What follows belongs to an exercise in optimizing a design on an open flow for small area, a short achievable clock period and few clock cycles per item; a production flow would make more cautious choices.
Only simulation tests tie the RTL to the original design; equivalence was not proved.
Power is estimated from default activity; no workload was simulated.

===== flow/config.mk =====
export PLATFORM = sky130hd
export DESIGN_NAME = GCD
export DESIGN_NICKNAME = GCD
export VERILOG_FILES = /design/flow/design.v
export SDC_FILE = /design/flow/constraint.sdc
export NUM_CORES = 4
export LEC_CHECK = 0
export CAP_MARGIN = 20
export CORE_MARGIN = 2
export CORE_UTILIZATION = 60
export SETUP_SLACK_MARGIN = 0.4
export SLEW_MARGIN = 20

===== flow/constraint.sdc =====
create_clock -name core_clock -period 4.5 [get_ports {clk}]
set_input_delay 0.9000 -clock core_clock [delete_from_list [all_inputs] [get_ports {clk}]]
set_output_delay 0.9000 -clock core_clock [all_outputs]
set_load 0.01 [all_outputs]

===== flow/design.v =====
`timescale 1ns/1ps
module GCD (
input  logic clk,
input  logic rst_n,
input  logic [31:0] a_in,
input  logic [31:0] b_in,
output logic done,
output logic [31:0] gcd
);
localparam int SH = 4;
localparam logic [1:0] LOAD = 2'd0, RUN = 2'd1, FIN = 2'd2;
logic [1:0]  state;
logic [31:0] a, b;
logic [4:0]  k;
logic        half;      
logic        swap1;     
logic        m_sub, m_a, m_b;
wire run  = (state == RUN);
wire load = (state == LOAD);
wire fin  = (state == FIN);
wire [31:0] gp [0:5];
wire [31:0] pp [0:5];
assign gp[0] = a & ~b;
assign pp[0] = ~(a ^ b);
for (genvar l = 0; l < 5; l++) begin : g_lvl
  for (genvar i = 0; i < 32; i++) begin : g_bit
    if ((i >> l) & 1) begin : g_op
      localparam int J = ((i >> l) << l) - 1;
      assign gp[l+1][i] = gp[l][i] | (pp[l][i] & gp[l][J]);
      assign pp[l+1][i] = pp[l][i] & pp[l][J];
    end else begin : g_pass
      assign gp[l+1][i] = gp[l][i];
      assign pp[l+1][i] = pp[l][i];
    end
  end
end
wire [31:0] gpre = gp[5];
wire [31:0] ppre = pp[5];
wire ge = gpre[31] | ppre[31];                        
wire eq = ppre[31];                                   
wire [31:0] c1 = {gpre[30:0] | ppre[30:0], 1'b1};
wire [31:0] c0 = {gpre[30:0], 1'b0};
wire [31:0] d_ab = pp[0] ^ c1;                        
wire [31:0] d_ba = ~(pp[0] ^ c0);                     
wire [31:0] r = ({32{m_sub &  ge}} & d_ab) |
                ({32{m_sub & ~ge}} & d_ba) |
                ({32{m_a}} & a) |
                ({32{m_b}} & b);
wire [SH:0] t = m_sub ? ~pp[0][SH:0] : m_a ? a[SH:0] : b[SH:0];
logic [31:0] r_sh;
always_comb begin
  logic z;
  r_sh = r >> 1;
  z = ~swap1;
  for (int i = 2; i <= SH; i++) begin
    z = z & ~t[i-1];
    if (z) r_sh = r >> i;
  end
end
wire kz  = (k == 5'd0);
wire shl = fin | (run & m_sub & eq);
assign done = shl & kz;
assign gcd = a;
wire half_nx = run & swap1 & ~half;
wire a0_nx   = swap1 ? b[0] : 1'b1;
wire b0_nx   = swap1 ? a[1] : |t[SH:1];
always_ff @(posedge clk) begin
  if (load) begin
    a <= a_in;
    b <= b_in;
    k <= 5'd0;
    half  <= 1'b0;
    swap1 <= ~a_in[0] & ~b_in[0];
    m_sub <= a_in[0] & b_in[0];
    m_a   <= ~a_in[0];
    m_b   <= a_in[0] & ~b_in[0];
  end else begin
    b <= r_sh;
    half  <= half_nx;
    swap1 <= half_nx | (~a0_nx & ~b0_nx);
    m_sub <= a0_nx & b0_nx & ~half_nx;
    m_a   <= ~a0_nx | half_nx;
    m_b   <= a0_nx & ~b0_nx & ~half_nx;
    if (shl) begin
      a <= {a[30:0], 1'b0};
      k <= k - 5'd1;
    end else begin
      if ((m_sub & ge) | m_a) a <= b;
      if (half) k <= k + 5'd1;
    end
  end
end
always_ff @(posedge clk) begin
  if (rst_n) state <= LOAD;
  else if (load) state <= RUN;
  else if (shl && kz) state <= LOAD;
  else if (shl) state <= FIN;
end
endmodule

===== flow/flow/run.sh =====
#!/bin/bash
# The standard layout (the standard.sh: ORFS synthesis through finish),
# with each port buffered by a small sky130_fd_sc_hd__buf_1 instead of the
# buffer cell buffer_ports picks by default. Nothing else changes.
set -euo pipefail
export BUFFER_PORTS_ARGS="-buffer_cell sky130_fd_sc_hd__buf_1"
bash standard.sh > standard.log 2>&1

===== flow/standard.sh =====
#!/bin/bash
# synth_recipe.tcl (not shown) runs the flow's synth.tcl, then flattens the netlist and writes it again
# the make line also repeats each setting of config.mk as NAME=value (left out here)
make -C /OpenROAD-flow-scripts/flow DESIGN_CONFIG=/design/flow/config.mk WORK_HOME=/design/flow/orfs CLKGATE_MAP_FILE= SYNTH_SCRIPT=/design/flow/synth_recipe.tcl "${@:-finish}"

==> impl_results.md, run 1 <==
* Run status: timing/DRC/antenna clean
* Total power draw at 5.742 mW
* Fin. Hold Viols at 0
* Die width at 107.4 um
* Routability cong. at 1.019
* Final setup vio count at 0
* GRT Total Usage at 0.3625
* Port-buffer cells at 98
* Drt drc at 0
* Critical Path RT at 3600 ps
* Placed cells at 1,022
* Max cap viols at 0
* Worst-path clk slew at 80 ps
* Layout area overhead at 12.55%
* YS warnings at 1
* Via count at 6,953
* Nets at 1,011
* Global-route wire length before repair at 32.59 mm
* Distinct cell type count after synthesis at 75
* Inserted Clock Buffers at 9
* Post-synthesis async set-or-reset flop share at 0
* Worst Max-Slew Pin Slew at 810.8 ps
* Worst Hold Class: register to register
* Final Cycle Share at 0.8715
* Top cell by count, worst path: and3_1
* Die Span Y at 107.4 um
* Vias in the first global route at 6,492
* Slowest stage cell, crit path: edfxtp_1
* Via/cell ratio at 6.660
* #FFs+latches synth at 76
* Ports at 99
* Commonest cells after routing, fill and taps aside: 117 x nand2_1, 98 x buf_1, 64 x nor2_1, 64 x o21ai_0, 60 x a22oi_1
* Antenna Cells at 0
* Most common cell after layout, fill and taps aside: nand2_1
* CP Cell Sequence: ha_4 -> and4_1 -> and3_1 -> and3_1 -> and2_1 -> nand3_1 -> nor2_1 -> mux2_4 -> and3_1 -> buf_1
* Ratio of cells with drive above 1 in the final layout at 0.07599
* CP Capture Type: primary output
* Critical Path AT at 3020 ps
* Post-synth EDFFs at 32
* CP max stage delay at 520 ps
* Minimum clock period at 3922 ps
* Final HPWL DP at 14.79 mm
* Non-filler cells, final at 1,044
* Final ANT Viol Nets at 0
* H-tree depth at 3
* RSZ-0062 raised after global routing: yes
* Avg WL per Cell at 19.95 um
* PD cells at 795.8 nW/um^2
* CP bufs+invs at 1
* F_max at 255.0 MHz
* Iter 0 DRT Violations at 759
* Setup tns final at 0 ps
* Largest net degree at the start of global routing at 35
* CTS Sinks at 76
* Clock tree buffer depth at 2
* Setup crit start kind: register
* Die ar. at 11,530 sq um
* Syn Inst Count at 810
* Max-slew violations at 0
* Family with the most delay on the worst path: simple AND/OR/NAND/NOR gates
* Synth Net Count at 918
* Post-Route WL at 20.83 mm
* Static Leakage at 3.048 nW
* Post-synthesis sequential area ratio at 0.2873
* Clk_skew at 11.11 ps
* Clock Latency Late Sink at 380 ps
* Crit path kind: register to primary output
* CTS tree: done
* Site Rows at 37
* Initial Util at 0.6182
* CTS root buf: clkbuf_8
* Syn_area_per_cell at 7.915 sq um
* Top FF cell, synth: dfxtp_1
* Antenna violations before repair at 0
* Initial DRT Pass Iterations at 6
* GR Overflow Total at 0
* Slew HR at 0.4526
* Hold_buf cts at 0
* CP max FO at 10
* Worst hold slack at 522.6 ps
* Peak supply drop at 424.0 uV
* Core area at 10,370 sq um
* Area of the mapped netlist at 6411 sq um
routing by layer:
| layer | vias to the layer above | track usage | wire, um |
|---|---|---|---|
| met5 | - | 0 | 0 |
| met4 | 0 | 0.1740 | 816 |
| met3 | 70 | 0.07627 | 2154 |
| met2 | 422 | 0.5524 | 9361 |
| met1 | 3269 | 0.4901 | 8493 |
| li1 | 3192 | - | - |
final timing paths:
| check | startpoint | endpoint | slack [ps] | depth (start not counted) |
|---|---|---|---|---|
| worst min-delay path | half$_SDFF_PP0_ | half$_SDFF_PP0_ | 520 | 1 |
| worst min register to register | half$_SDFF_PP0_ | half$_SDFF_PP0_ | 520 | 1 |
| worst max register to register | a[25]$_DFFE_PP_ | b[27]$_DFF_P_ | 610 | 12 |
| worst max-delay path | a[16]$_DFFE_PP_ | done | 580 | 10 |
power breakdown:
group | total [mW] | internal (mW) | switching (mW) | leakage, nW
Sequential | 1.25 | 0.991 | 0.263 | 0.706
Clock | 0.526 | 0.248 | 0.277 | 0.105
Combinational | 3.96 | 1.56 | 2.41 | 2.24
Total | 5.74 | 2.80 | 2.95 | 3.05
registers in the layout (all words and copies together) (netlist names):
register	flops
a	32
b	32
k	5
state	2
half	1
m_a	1
m_b	1
m_sub	1
swap1	1
synthesized netlist by cell type (all sizes together), types with 4 or more instances:
cell,instances,share of area
a21o,14,0.016
xor2,17,0.023
dfxtp,44,0.14
xnor2,15,0.020
mux2i,16,0.025
buf,13,0.011
a222oi,12,0.019
nand3,19,0.017
a221oi,8,0.011
a211oi,8,0.011
o21ai,68,0.053
ha,36,0.070
and2,6,0.0062
edfxtp,32,0.15
and4,4,0.0055
o22ai,8,0.0078
a22oi,60,0.070
clkbuf,31,0.018
nand2b,8,0.0078
nor3,7,0.0055
fa,6,0.019
nand2,117,0.069
or2,5,0.0049
o211ai,10,0.012
nor2,67,0.039
inv,48,0.028
o311ai,4,0.0082
and3,8,0.0086
a31oi,4,0.0039
nand4,7,0.0078
a21oi,55,0.043
o21bai,4,0.0053
worst register-to-register path, cell delays in order, from the launching register on:
cell       delay (ps)
edfxtp_1          460
ha_1              380
a21o_1            210
a2111oi_0         480
a21bo_2           300
nand3_1           170
and3_4            410
mux2i_1           250
xnor2_1            90
a222oi_1          530
o22ai_1           180
a221oi_1          250
o21ai_1           100
cell families after synthesis:
logic type,synth area share
AND/OR/NAND/NOR,0.1850
adder cells (fa/ha/maj),0.08899
AO/OA/AOI/OAI,0.3113
flip-flops,0.2873
multiplexers,0.02674
XOR/XNOR,0.04372
buffers and inverters,0.05699
repair_timing:
action | CTS | global route
pin swaps | 1 | 4
setup buffers | 1 | 5
gates resized for setup | 1 | 6
gates cloned | 0 | 0
endpoints found under the setup margin | 1 | 18
through the flow:
stage | setup WS, ps | util | instance area, sq um
finish | 578.5 | 0.6958 | 7216
global route | 404.3 | 0.6958 | 7216
CTS | 410.7 | 0.6892 | 7147
detailed placement | 571.4 | 0.6695 | 6943
global placement | 749.7 | 0.6695 | 6943
floorplan | 613.7 | - | 6411
final cells by class:
type | count | area [sq um]
multi-input combinational | 642 | 4252
fill | 901 | 3154
sequential | 76 | 1842
timing repair buffer | 126 | 578.1
inverter | 48 | 180.2
tap | 136 | 170.2
clock buffer | 11 | 162.7
clock inverter | 5 | 31.28
Testbench counts, summed over its fixed seeds: cycles 78,976, items 4,000.
==> run 2: changes to the inputs <==
--- a/flow/config.mk
+++ b/flow/config.mk
@@ -10,3 +10,4 @@
 export CORE_UTILIZATION = 60
-export SETUP_SLACK_MARGIN = 0.4
+export SETUP_SLACK_MARGIN = 0.6
 export SLEW_MARGIN = 20
+export TNS_END_PERCENT = 5
==> run 2 against run 1 <==
Still clean. Global-route usage up 0.37 points. Via count down 0.20%. Critical path depth up 2. Clock power about the same. Die area unchanged. Clock skew up 1.3 ps. Largest power group unchanged. Highest routed layer unchanged.
==> impl_results.md, run 2 <==
* Port-buffer cells at 98 (unchanged)
* Synth Net Count at 918 (unchanged)
* Run status: timing/DRC/antenna clean
* Top FF cell, synth: dfxtp_1
* Slew HR at 0.4015 (-0.05109)
* Die Span Y at 107.4 um (unchanged)
* Sequential share of power at 0.217 (about the same)
* Worst Max-Slew Pin Slew at 886.5 ps (+75.67 ps)
* Syn Inst Count at 810 (unchanged)
* Ports at 99 (unchanged)
* Top cells by count, synth: 117 x nand2_1, 67 x nor2_1, 65 x o21ai_0, 60 x a22oi_1, 55 x a21oi_1
* Reg2reg path depth at 12 (unchanged)
* Critical Path RT at 4820 ps (+1220 ps)
* Via/cell ratio at 6.634 (-0.39%)
* Final setup vio count at 0 (unchanged)
* RSZ-0062 raised after global routing: yes
* Commonest cells after routing, fill and taps aside: 117 x nand2_1, 98 x buf_1, 64 x nor2_1, 64 x o21ai_0, 60 x a22oi_1
* Most common cell after layout, fill and taps aside: nand2_1
* Largest cells by area after synthesis: edfxtp_1 15%, dfxtp_1 14%, a22oi_1 7.0%
* Iter 0 DRT Violations at 831 (+9.5%)
* Via count at 6,939 (-0.20%)
* Biggest regs: a (32), b (32), k (5)
* CP Capture Type: register
* Minimum clock period at 3928 ps (+6.866 ps)
* Die width at 107.4 um (unchanged)
* H-tree depth at 3 (unchanged)
* Worst-path clk slew at 90 ps (about the same)
* Post-Route WL at 21.07 mm (+1.2%)
* Clk_skew at 12.40 ps (+1.297 ps)
* Post-synth EDFFs at 32 (unchanged)
* Area of the mapped netlist at 6411 sq um (unchanged)
* Clock tree buffer depth at 2 (unchanged)
* Layout area overhead at 12.70%
* Post-synth top area share at 0.1499 (unchanged)
* Max-slew violations at 0 (unchanged)
* Static Leakage at 3.058 nW (+0.31%)
* Antenna violations before repair at 0 (unchanged)
* Avg WL per Cell at 20.14 um (+0.97%)
* Inserted Clock Buffers at 9 (unchanged)
* Setup tns final at 0 ps (unchanged)
* Distinct cell type count after synthesis at 75 (unchanged)
* Largest net degree at the start of global routing at 35 (unchanged)
* Final Cycle Share at 0.8730 (+0.001526)
* Die ar. at 11,530 sq um (unchanged)
* Biggest area consumer among synthesized cells: edfxtp_1
* Cell with the most instances after synthesis: nand2_1
* Routability cong. at 1.019 (unchanged)
* Site Rows at 37 (unchanged)
* #FFs+latches synth at 76 (unchanged)
* CTS tree: done
* Final HPWL DP at 14.79 mm (unchanged)
* F_max at 254.6 MHz (-0.17%)
* Critical Path AT at 4250 ps (+1230 ps)
* Ratio of cells with drive above 1 in the final layout at 0.07802 (+0.002031)
* Clock Latency Late Sink at 380 ps (about the same)
* Psw at 2.958 mW (+0.41%)
* CP max FO at 6 (-4)
* Nets at 1,013 (+0.20%)
* Max cap viols at 0 (unchanged)
* Combinational share of power at 0.691 (about the same)
* Post-synthesis sequential area ratio at 0.2873 (unchanged)
* Setup crit start kind: register
* Core area at 10,370 sq um (unchanged)
* CTS Sinks at 76 (unchanged)
* Sw frac at 0.5143 (+0.001189)
* Worst Hold Class: register to register
* Fin. Hold Viols at 0 (unchanged)
* Drt drc at 0 (unchanged)
* YS warnings at 1 (unchanged)
* Final ANT Viol Nets at 0 (unchanged)
* Initial DRT Pass Iterations at 6 (unchanged)
* Hold depth at 1 (unchanged)
* CTS root buf: clkbuf_8
* Crit path kind: register to register
* Peak supply drop at 424.1 uV (about the same)
* Clock power frac at 0.091 (about the same)
* PD cells at 796.1 nW/um^2 (about the same)
* Worst hold slack at 520.2 ps (-2.329 ps)
* Global-route wire length before repair at 32.86 mm (+0.83%)
* Post-synthesis async set-or-reset flop share at 0 (unchanged)
* Initial Util at 0.6182 (unchanged)
* Internal power at 2.794 mW (about the same)
* GRT Total Usage at 0.3662 (+0.003724)
* GR Overflow Total at 0 (unchanged)
* Antenna Cells at 0 (unchanged)
* Syn_area_per_cell at 7.915 sq um (unchanged)
* Vias in the first global route at 6,532 (+0.62%)
-- run 2: cell counts after synthesis --
No cell type changed its count.
-- run 2: cell families after synthesis --
logic type	share of synthesized area
xor gates and xnor gates	0.04372
adders and majority gates	0.08899
DFF	0.2873
AOI/OAI and AO/OA	0.3113
and+or+nand+nor	0.1850
buffers and inverters	0.05699
muxes	0.02674
-- run 2: critical path, stage by stage (launching register included) --
cell      delay (ps)
edfxtp_1         440
ha_1             400
a211oi_2         290
o21bai_2         180
o21a_2           260
or3_1            460
a21boi_0         460
o21ai_0          170
a21o_1           210
xnor2_1          110
o21ai_0          550
o21ai_0          180
o21ai_0          160
-- run 2: final timing paths --
| check | startpoint | endpoint | slack [ps] |
|---|---|---|---|
| worst min register to register | half$_SDFF_PP0_ | half$_SDFF_PP0_ | 520 |
| worst max register to register | a[5]$_DFFE_PP_ | b[20]$_DFF_P_ | 570 |
| worst max-delay path | a[5]$_DFFE_PP_ | b[20]$_DFF_P_ | 570 |
| worst min-delay path | half$_SDFF_PP0_ | half$_SDFF_PP0_ | 520 |
-- run 2: final cells by class --
type / instances / area, sq um
timing repair buffer: 127 / 585.6
tap: 136 / 170.2
clock buffer: 11 / 162.7
inverter: 48 / 180.2
sequential: 76 / 1842
clock inverter: 5 / 31.28
fill: 895 / 3144
multi-input combinational: 643 / 4254
-- run 2: routing by layer --
layer / vias to the layer above / part of all wire / GRT usage
met2: 381 / 0.45 / 0.5597
met1: 3281 / 0.41 / 0.4950
met5: - / 0 / 0
met4: 0 / 0.044 / 0.1767
li1: 3190 / - / -
met3: 87 / 0.095 / 0.07446
-- run 2: timing repair --
action	in CTS	in global routing
endpoints found under the hold margin	0	0
pin swaps	3	4
hold buffers	0	0
setup endpoints to repair	4	28
resized for setup	3	2
cloned	1	0
setup buffers	3	4
-- run 2: metrics by stage --
| step | area, sq um | power (mW) | setup WS [ps] | instances | util |
|---|---|---|---|---|---|
| 2_1_floorplan | 6411 | 4.072 | 613.7 | 810 | - |
| 3_3_place_gp | 6943 | 4.918 | 749.7 | 1022 | 0.6695 |
| 3_5_place_dp | 6943 | 5.017 | 571.4 | 1022 | 0.6695 |
| 4_1_cts | 7181 | 5.588 | 587.0 | 1042 | 0.6924 |
| 5_1_grt | 7226 | 6.173 | 412.1 | 1046 | 0.6968 |
| 6_report | 7226 | 5.752 | 571.6 | 1046 | 0.6968 |
-- run 2: power groups by stage --
stage	Combinational [mW]	Clock [mW]	Sequential, mW
finish	3.98	0.526	1.25
global route	4.34	0.555	1.28
CTS	3.81	0.537	1.24
detailed placement	3.76	0	1.26
global placement	3.67	0	1.25
floorplan	2.86	0	1.22

-- re-timing with driven ports --
How much do the figures lean on ideal ports? The routed layouts below were timed once more, with nothing changed but the port constraints.
Step 1 sets driving cells, clkbuf_16 on the clock port and buf_2 on the other inputs (assumed; they add their load-dependent delay and slew).
Step 2 adds t to the input delays and takes it off the output delays; t is the mean of the earliest and latest rising clock arrival at the registers after step 1. Input paths then give back, and output paths get back, about the clock's delay inside the block.
Slacks: no drivers / after step 1 / after step 2; pairs: no drivers / after step 1.
run | t (ns) | setup slack, ns | hold slack, ns | latest minus earliest clock arrival (ns) | worst register clock-pin slew, ns
run 1 | 0.413 | 0.578 / 0.543 / 0.607 | 0.523 / 0.523 / 0.523 | 0.011 / 0.011 | 0.09 / 0.09
run 2 | 0.413 | 0.572 / 0.571 / 0.572 | 0.520 / 0.520 / 0.520 | 0.013 / 0.013 | 0.09 / 0.09
After both steps setup and hold are still met in every run listed.
